This is an optimization exercise on Yosys and OpenROAD, whose aim is small area and a short achievable clock period, not a production implementation. In this exercise RTL edits were held to simulation tests only and were not proved equivalent to the original. Power and IR drop assume default switching activity.

## bitonic_top
module bitonic_top #(parameter NUM_INPUT = 16, DATA_WIDTH = 8)
(clk, reset, data_in, valid, done, data_out);
Size in the first run: about 4500 cells after synthesis, about 1100 flip-flops, about 38000 µm² of cells after synthesis.
export LEC_CHECK = 0
export CAP_MARGIN = 20
export CORE_MARGIN = 2
export CORE_UTILIZATION = 65
export CTS_CLUSTER_DIAMETER = 60
export CTS_CLUSTER_SIZE = 30
export SETUP_SLACK_MARGIN = 1.15
export SLEW_MARGIN = 20
create_clock -name core_clock -period 3.0 [get_ports {clk}]
standard.sh (not shown) runs the stock make flow with config.mk's settings and CLKGATE_MAP_FILE= SYNTH_SCRIPT=/design/flow/synth_recipe.tcl, a recipe that flattens the netlist after the stock synthesis.
==> flow/flow/run.sh <==
#!/bin/bash
# Own layout flow: the standard layout, except that the synthesis maps the
# combinational logic with flow/abc.script (an area-recovering ABC script) in place of
# ORFS's speed script. Registers, their names and everything after synthesis are as in
# the standard flow. Ports are buffered with buf_2 cells.
set -euo pipefail
W=$(pwd)
{
  head -n 1 synth_recipe.tcl
  cat <<EOF
proc abc {args} {
  set i [lsearch -exact \$args -script]
  if { \$i >= 0 } { set args [lreplace \$args [expr {\$i+1}] [expr {\$i+1}] $W/flow/abc.script] }
  yosys abc {*}\$args
}
EOF
  tail -n +2 synth_recipe.tcl
} > my_synth.tcl
sed "s#SYNTH_SCRIPT=[^ ]*#SYNTH_SCRIPT=$W/my_synth.tcl#" standard.sh > my_standard.sh
grep -q "SYNTH_SCRIPT=$W/my_synth.tcl" my_standard.sh
bash my_standard.sh "BUFFER_PORTS_ARGS=-buffer_cell sky130_fd_sc_hd__buf_2" finish > flow.log 2>&1
==> flow/flow/abc.script <==
strash
dc2
strash
&get -n
&dch -f
&nf -R 100 -p
&put
Then changed:
Settings changed: SETUP_SLACK_MARGIN 1.15 to 1.4.
What happened: The changed run finished with timing, DRC and antenna clean; core utilization came out higher by 2.3 points; synthesized area is unchanged; sequential share of layout area is lower by 1.3 points; register-to-register slack gets better by 0.13 ns; worst setup slack improved by 0.062 ns; synthesized cell count does not change; clock skew drops by 0.0055 ns; design area increases by 3.2%; non-clock buffer count grows by 1; wire length goes up by 1.9%.
Then changed:
==> flow/flow/abc.script (replaced) <==
strash
dc2
strash
&get -n
&dch -f
&nf {D}
&put
Settings changed: CORE_UTILIZATION 65 to 70, SETUP_SLACK_MARGIN 1.4 to 1.6.
With this change the flow stopped in global routing.
Synthesized area rises by 4.0%.
Synthesized cell count fell by 10%.
Then changed:
==> flow/flow/abc.script (replaced) <==
strash
dc2
strash
&get -n
&dch -f
&nf -R 100 -p
&put
Settings changed: CORE_UTILIZATION 70 to 65, PLACE_DENSITY set to 0.75, SETUP_SLACK_MARGIN 1.6 to 1.4.
After rerunning: With this change the flow went through all stages and came out clean. Synthesized cell count grows by 11%. Area after synthesis decreases by 3.9%.

========
bitonic_top, a different RTL version from the one above (not shown whole).
For scale: roughly 910 flip-flops, roughly 260 I/O pins.
## bitonic_top
module bitonic_top #(parameter NUM_INPUT = 16, DATA_WIDTH = 8)
(clk, reset, data_in, valid, done, data_out);
input clk;
input reset;
input [127:0] data_in;
input valid;
output done;
output [127:0] data_out;
wire [0:0] in0_0 = data_in[7:7];
wire [0:0] in0_1 = data_in[6:6];
wire [0:0] in0_2 = data_in[5:5];
wire [0:0] in0_3 = data_in[4:4];
wire [0:0] in0_4 = data_in[3:3];
wire [0:0] in0_5 = data_in[2:2];
wire [0:0] in0_6 = data_in[1:1];
wire [0:0] in0_7 = data_in[0:0];
wire [0:0] in1_0 = data_in[15:15];
wire [0:0] in1_1 = data_in[14:14];
wire [0:0] in1_2 = data_in[13:13];
wire [0:0] in1_3 = data_in[12:12];
wire [0:0] in1_4 = data_in[11:11];
wire [0:0] in1_5 = data_in[10:10];
wire [0:0] in1_6 = data_in[9:9];
wire [0:0] in1_7 = data_in[8:8];
wire [0:0] in2_0 = data_in[23:23];
wire [0:0] in2_1 = data_in[22:22];
wire [0:0] in2_2 = data_in[21:21];
wire [0:0] in2_3 = data_in[20:20];
wire [0:0] in2_4 = data_in[19:19];
wire [0:0] in2_5 = data_in[18:18];
wire [0:0] in2_6 = data_in[17:17];
wire [0:0] in2_7 = data_in[16:16];
wire [0:0] in3_0 = data_in[31:31];
wire [0:0] in3_1 = data_in[30:30];
wire [0:0] in3_2 = data_in[29:29];
wire [0:0] in3_3 = data_in[28:28];
wire [0:0] in3_4 = data_in[27:27];
wire [0:0] in3_5 = data_in[26:26];
wire [0:0] in3_6 = data_in[25:25];
wire [0:0] in3_7 = data_in[24:24];
wire [0:0] in4_0 = data_in[39:39];
wire [0:0] in4_1 = data_in[38:38];
wire [0:0] in4_2 = data_in[37:37];
wire [0:0] in4_3 = data_in[36:36];
wire [0:0] in4_4 = data_in[35:35];
wire [0:0] in4_5 = data_in[34:34];
wire [0:0] in4_6 = data_in[33:33];
wire [0:0] in4_7 = data_in[32:32];
wire [0:0] in5_0 = data_in[47:47];
wire [0:0] in5_1 = data_in[46:46];
wire [0:0] in5_2 = data_in[45:45];
wire [0:0] in5_3 = data_in[44:44];
  ...
==> flow/config.mk <==
export PLATFORM = sky130hd
export DESIGN_NAME = bitonic_top
export DESIGN_NICKNAME = bitonic_top
export VERILOG_FILES = /design/flow/design.v
export SDC_FILE = /design/flow/constraint.sdc
export NUM_CORES = 4
export LEC_CHECK = 0
export CAP_MARGIN = 20
export CORE_MARGIN = 2
export CORE_UTILIZATION = 65
export CTS_CLUSTER_DIAMETER = 60
export CTS_CLUSTER_SIZE = 30
export SETUP_SLACK_MARGIN = 1.35
export SLEW_MARGIN = 20
==> flow/constraint.sdc <==
create_clock -name core_clock -period 3.0 [get_ports {clk}]
set_input_delay 0.6000 -clock core_clock [delete_from_list [all_inputs] [get_ports {clk}]]
set_output_delay 0.6000 -clock core_clock [all_outputs]
set_load 0.01 [all_outputs]
==> flow/flow/abc.script <==
strash
dc2
strash
&get -n
&dch -f
&nf -R 100 -p
&put
Scripts as last shown in full above: flow/flow/run.sh
Next try:
--- a/flow/config.mk
+++ b/flow/config.mk
@@ -12,3 +12,4 @@
 export CTS_CLUSTER_SIZE = 30
-export SETUP_SLACK_MARGIN = 1.35
+export GPL_ROUTABILITY_DRIVEN = 0
+export SETUP_SLACK_MARGIN = 1.3
 export SLEW_MARGIN = 20
Outcome: Maximum frequency increases slightly; final cell count is about the same; count of clock-buffer cells in the layout goes down by 1; clock power grows slightly; power shrinks slightly; wire length fell by a few percent; first-iteration DRC count went up by a few percent; cell area went down slightly; combinational power is lower by a few percent.
Next try:
--- a/flow/config.mk
+++ b/flow/config.mk
@@ -12,3 +12,2 @@
 export CTS_CLUSTER_SIZE = 30
-export GPL_ROUTABILITY_DRIVEN = 0
 export SETUP_SLACK_MARGIN = 1.3
- clock skew goes up by 0.0089 ns
- first-iteration DRC count goes down by 12%
- critical path depth came out lower by 5

========
== garnet ==
bitonic_top again, from the RTL that the note above started with.
==> flow/config.mk <==
export PLATFORM = sky130hd
export DESIGN_NAME = bitonic_top
export DESIGN_NICKNAME = bitonic_top
export VERILOG_FILES = /design/flow/design.v
export SDC_FILE = /design/flow/constraint.sdc
export NUM_CORES = 4
export LEC_CHECK = 0
export CAP_MARGIN = 20
export CORE_MARGIN = 2
export CORE_UTILIZATION = 65
export CTS_CLUSTER_DIAMETER = 60
export CTS_CLUSTER_SIZE = 30
export SETUP_SLACK_MARGIN = 1.2
export SLEW_MARGIN = 20
==> flow/constraint.sdc <==
create_clock -name core_clock -period 3.0 [get_ports {clk}]
set_input_delay 0.6000 -clock core_clock [delete_from_list [all_inputs] [get_ports {clk}]]
set_output_delay 0.6000 -clock core_clock [all_outputs]
set_load 0.01 [all_outputs]
Scripts as last shown in full above: flow/flow/run.sh, flow/flow/abc.script
## Diff of input files: juniper against garnet
Settings: swapping 1.2 for 1.3 in SETUP_SLACK_MARGIN; swapping 65 for 70 in CORE_UTILIZATION.
[summary]
- Sum of internal, switching and leakage power delta (juniper − garnet): unfavourable
- No run among garnet and juniper stopped early or left any final violation; all are clean.
- Side by side, pre-CTS worst setup slack turned out higher in juniper than in garnet.
- Worst setup slack (higher): juniper
- Met3 wirelength from detailed routing: juniper > garnet
- Sort garnet and juniper by non-clock buffer count asc -> top: garnet
- In the reports for garnet and juniper, the larger post-detailed-routing wire length belongs to juniper.
> inputs changed (juniper -> willow)
Settings: swapping 70 for 65 in CORE_UTILIZATION; swapping 1.3 for 1.5 in SETUP_SLACK_MARGIN.
==> comparison <==
From juniper to willow the numbers moved as follows: critical path depth now smaller; number of gates resized after CTS now larger; time the final worst path needs with I/O delays and setup now smaller.
willow ended up with a lower number of search-and-repair iterations in the first detailed-routing pass than juniper did.
Between juniper and willow, share of cells above drive strength 1 is higher for willow, juniper comes in under that.
Higher power share of the clock group among juniper and willow: juniper
Comparing juniper and willow, final wirelength is lower on juniper.
When the final numbers for juniper and willow were put side by side, the biggest fanout along the worst timing path turned out to be smaller in willow.

========
bitonic_top with an RTL version that a note above also has.
Size: roughly 4,500 cells after synthesis, ~260 I/O pins, about 0.038 mm^2 of cells after synthesis.
export LEC_CHECK = 0
export CAP_MARGIN = 20
export CORE_MARGIN = 2
export CORE_UTILIZATION = 60
export CTS_CLUSTER_DIAMETER = 60
export CTS_CLUSTER_SIZE = 30
export SETUP_SLACK_MARGIN = 1.5
export SLEW_MARGIN = 20
create_clock -name core_clock -period 3.0 [get_ports {clk}]
Scripts as last shown in full above: flow/flow/run.sh, flow/flow/abc.script
The first run finished with timing, DRC and antenna clean.
Then changed:
==> flow/run.sh (new file) <==
#!/bin/bash
# synth_recipe.tcl (not shown) runs the flow's synth.tcl, then flattens the netlist and writes it again
# the make line also repeats each setting of config.mk as NAME=value (left out here)
make -C /OpenROAD-flow-scripts/flow DESIGN_CONFIG=/design/flow/config.mk WORK_HOME=/design/flow/orfs CLKGATE_MAP_FILE= SYNTH_SCRIPT=/design/flow/synth_recipe.tcl finish
- CORE_UTILIZATION: 60 -> 55
- CTS_CLUSTER_DIAMETER: 60 -> not set
- CTS_CLUSTER_SIZE: 30 -> not set
- SETUP_SLACK_MARGIN: 1.5 -> 1.0
removed: flow/flow/run.sh
removed: flow/flow/abc.script
removed: flow/standard.sh
Result: Total power is higher by 18%. Area after synthesis is higher by 19%. First-iteration DRC count is higher by 64%. Routed wire length is higher by 34%. Setup slack degrades by 0.33 ns.
Then changed:
==> flow/flow/run.sh (new file) <==
#!/bin/bash
# Own layout flow: the standard layout, except that the synthesis maps the
# combinational logic with flow/abc.script (an area-recovering ABC script) in place of
# ORFS's speed script. Registers, their names and everything after synthesis are as in
# the standard flow.
set -euo pipefail
W=$(pwd)
{
  head -n 1 synth_recipe.tcl
  cat <<EOF
proc abc {args} {
  set i [lsearch -exact \$args -script]
  if { \$i >= 0 } { set args [lreplace \$args [expr {\$i+1}] [expr {\$i+1}] $W/flow/abc.script] }
  yosys abc {*}\$args
}
EOF
  tail -n +2 synth_recipe.tcl
} > my_synth.tcl
sed "s#SYNTH_SCRIPT=[^ ]*#SYNTH_SCRIPT=$W/my_synth.tcl#" standard.sh > my_standard.sh
grep -q "SYNTH_SCRIPT=$W/my_synth.tcl" my_standard.sh
bash my_standard.sh > flow.log 2>&1
==> flow/flow/abc.script (new file) <==
strash
dc2
strash
&get -n
&dch -f
&nf {D}
&put
==> flow/standard.sh (new file) <==
#!/bin/bash
# synth_recipe.tcl (not shown) runs the flow's synth.tcl, then flattens the netlist and writes it again
# the make line also repeats each setting of config.mk as NAME=value (left out here)
make -C /OpenROAD-flow-scripts/flow DESIGN_CONFIG=/design/flow/config.mk WORK_HOME=/design/flow/orfs CLKGATE_MAP_FILE= SYNTH_SCRIPT=/design/flow/synth_recipe.tcl "${@:-finish}"
removed: flow/run.sh
Effect: Power is lower by 7.7%. Hold slack is about the same. Sequential share of layout area climbs by 5.1 points. Synthesized area decreases by 13%. Non-clock buffer count shrinks by 18. Setup slack gets better by 0.13 ns. Routed wire length came out lower by 17%.
Then changed:
--- a/flow/flow/run.sh
+++ b/flow/flow/run.sh
@@ -4,3 +4,3 @@
 # ORFS's speed script. Registers, their names and everything after synthesis are as in
-# the standard flow.
+# the standard flow. Ports are buffered with buf_2 cells.
 set -euo pipefail
@@ -20,2 +20,2 @@
 grep -q "SYNTH_SCRIPT=$W/my_synth.tcl" my_standard.sh
-bash my_standard.sh > flow.log 2>&1
+bash my_standard.sh "BUFFER_PORTS_ARGS=-buffer_cell sky130_fd_sc_hd__buf_2" finish > flow.log 2>&1
- CORE_UTILIZATION: 55 -> 65
- CTS_CLUSTER_DIAMETER: not set -> 60
- CTS_CLUSTER_SIZE: not set -> 30
- SETUP_SLACK_MARGIN: 1.0 -> 1.3
=> The new run completed without violations. Clock power goes down by 37%. Die area goes down by about 15%. Worst hold slack loses 0.29 ns. Clock-buffer cell count goes down by 83. Worst setup slack gains 0.14 ns. Power goes down by about 8%.

==> afterwards: timing with drivers on the ports <==
The flow's constraints put no driver on any port. The routed layouts listed below were extracted and timed again, unchanged, in two steps. Step 1, drivers: a clkbuf_16 drives clk and a buf_2 each remaining input, both assumed. Step 2, shift: input delay + t, output delay - t, t = (earliest + latest rising clock arrival at the registers) / 2. This alone moves slack from input paths to output paths. Slacks: ideal / step 1 / step 2; pairs: ideal / step 1.
run	t, ns	setup WS [ns]	hold slack, ns	worst setup path after step 2	slew at the worst register clock pin (ns)
the first run of note 1	0.700	1.243 / 1.227 / 1.243	0.041 / -0.002 / 0.321	register to register	0.11 / 0.11
the second run of note 1	0.700	1.304 / 1.240 / 1.369	0.044 / 0.000 / 0.322	register to register	0.11 / 0.11
the fourth run of note 1	0.700	1.304 / 1.240 / 1.369	0.044 / 0.000 / 0.322	register to register	0.11 / 0.11
the first run of note 2	0.680	1.296 / 1.232 / 0.886	0.066 / 0.022 / 0.320	input to register	0.11 / 0.11
the second run of note 2	0.683	1.309 / 1.247 / 0.910	0.055 / 0.018 / 0.321	input to register	0.11 / 0.11
the third run of note 2	0.682	1.310 / 1.248 / 0.919	0.054 / 0.014 / 0.313	input to register	0.10 / 0.10
garnet	0.683	1.180 / 1.180 / 0.815	0.058 / 0.019 / 0.311	input to register	0.11 / 0.11
juniper	0.694	1.252 / 1.219 / 0.868	0.060 / 0.012 / 0.328	input to register	0.11 / 0.11
willow	0.682	1.321 / 1.261 / 0.988	0.059 / 0.020 / 0.322	input to register	0.11 / 0.11
the first run of note 4	0.711	1.305 / 1.238 / 1.476	0.045 / -0.003 / 0.326	input to register	0.11 / 0.11
the second run of note 4	0.738	0.977 / 0.977 / 0.977	0.319 / 0.313 / 0.319	register to register	0.06 / 0.06
the third run of note 4	0.727	1.103 / 1.077 / 1.103	0.320 / 0.320 / 0.320	register to register	0.07 / 0.07
the fourth run of note 4	0.710	1.242 / 1.213 / 1.242	0.031 / -0.014 / 0.329	register to register	0.11 / 0.11
After both steps setup and hold are still met in every run listed. For the first run of note 2, which loses most, drivers alone change the setup slack by -0.064 ns; drivers and shift together by -0.410 ns.
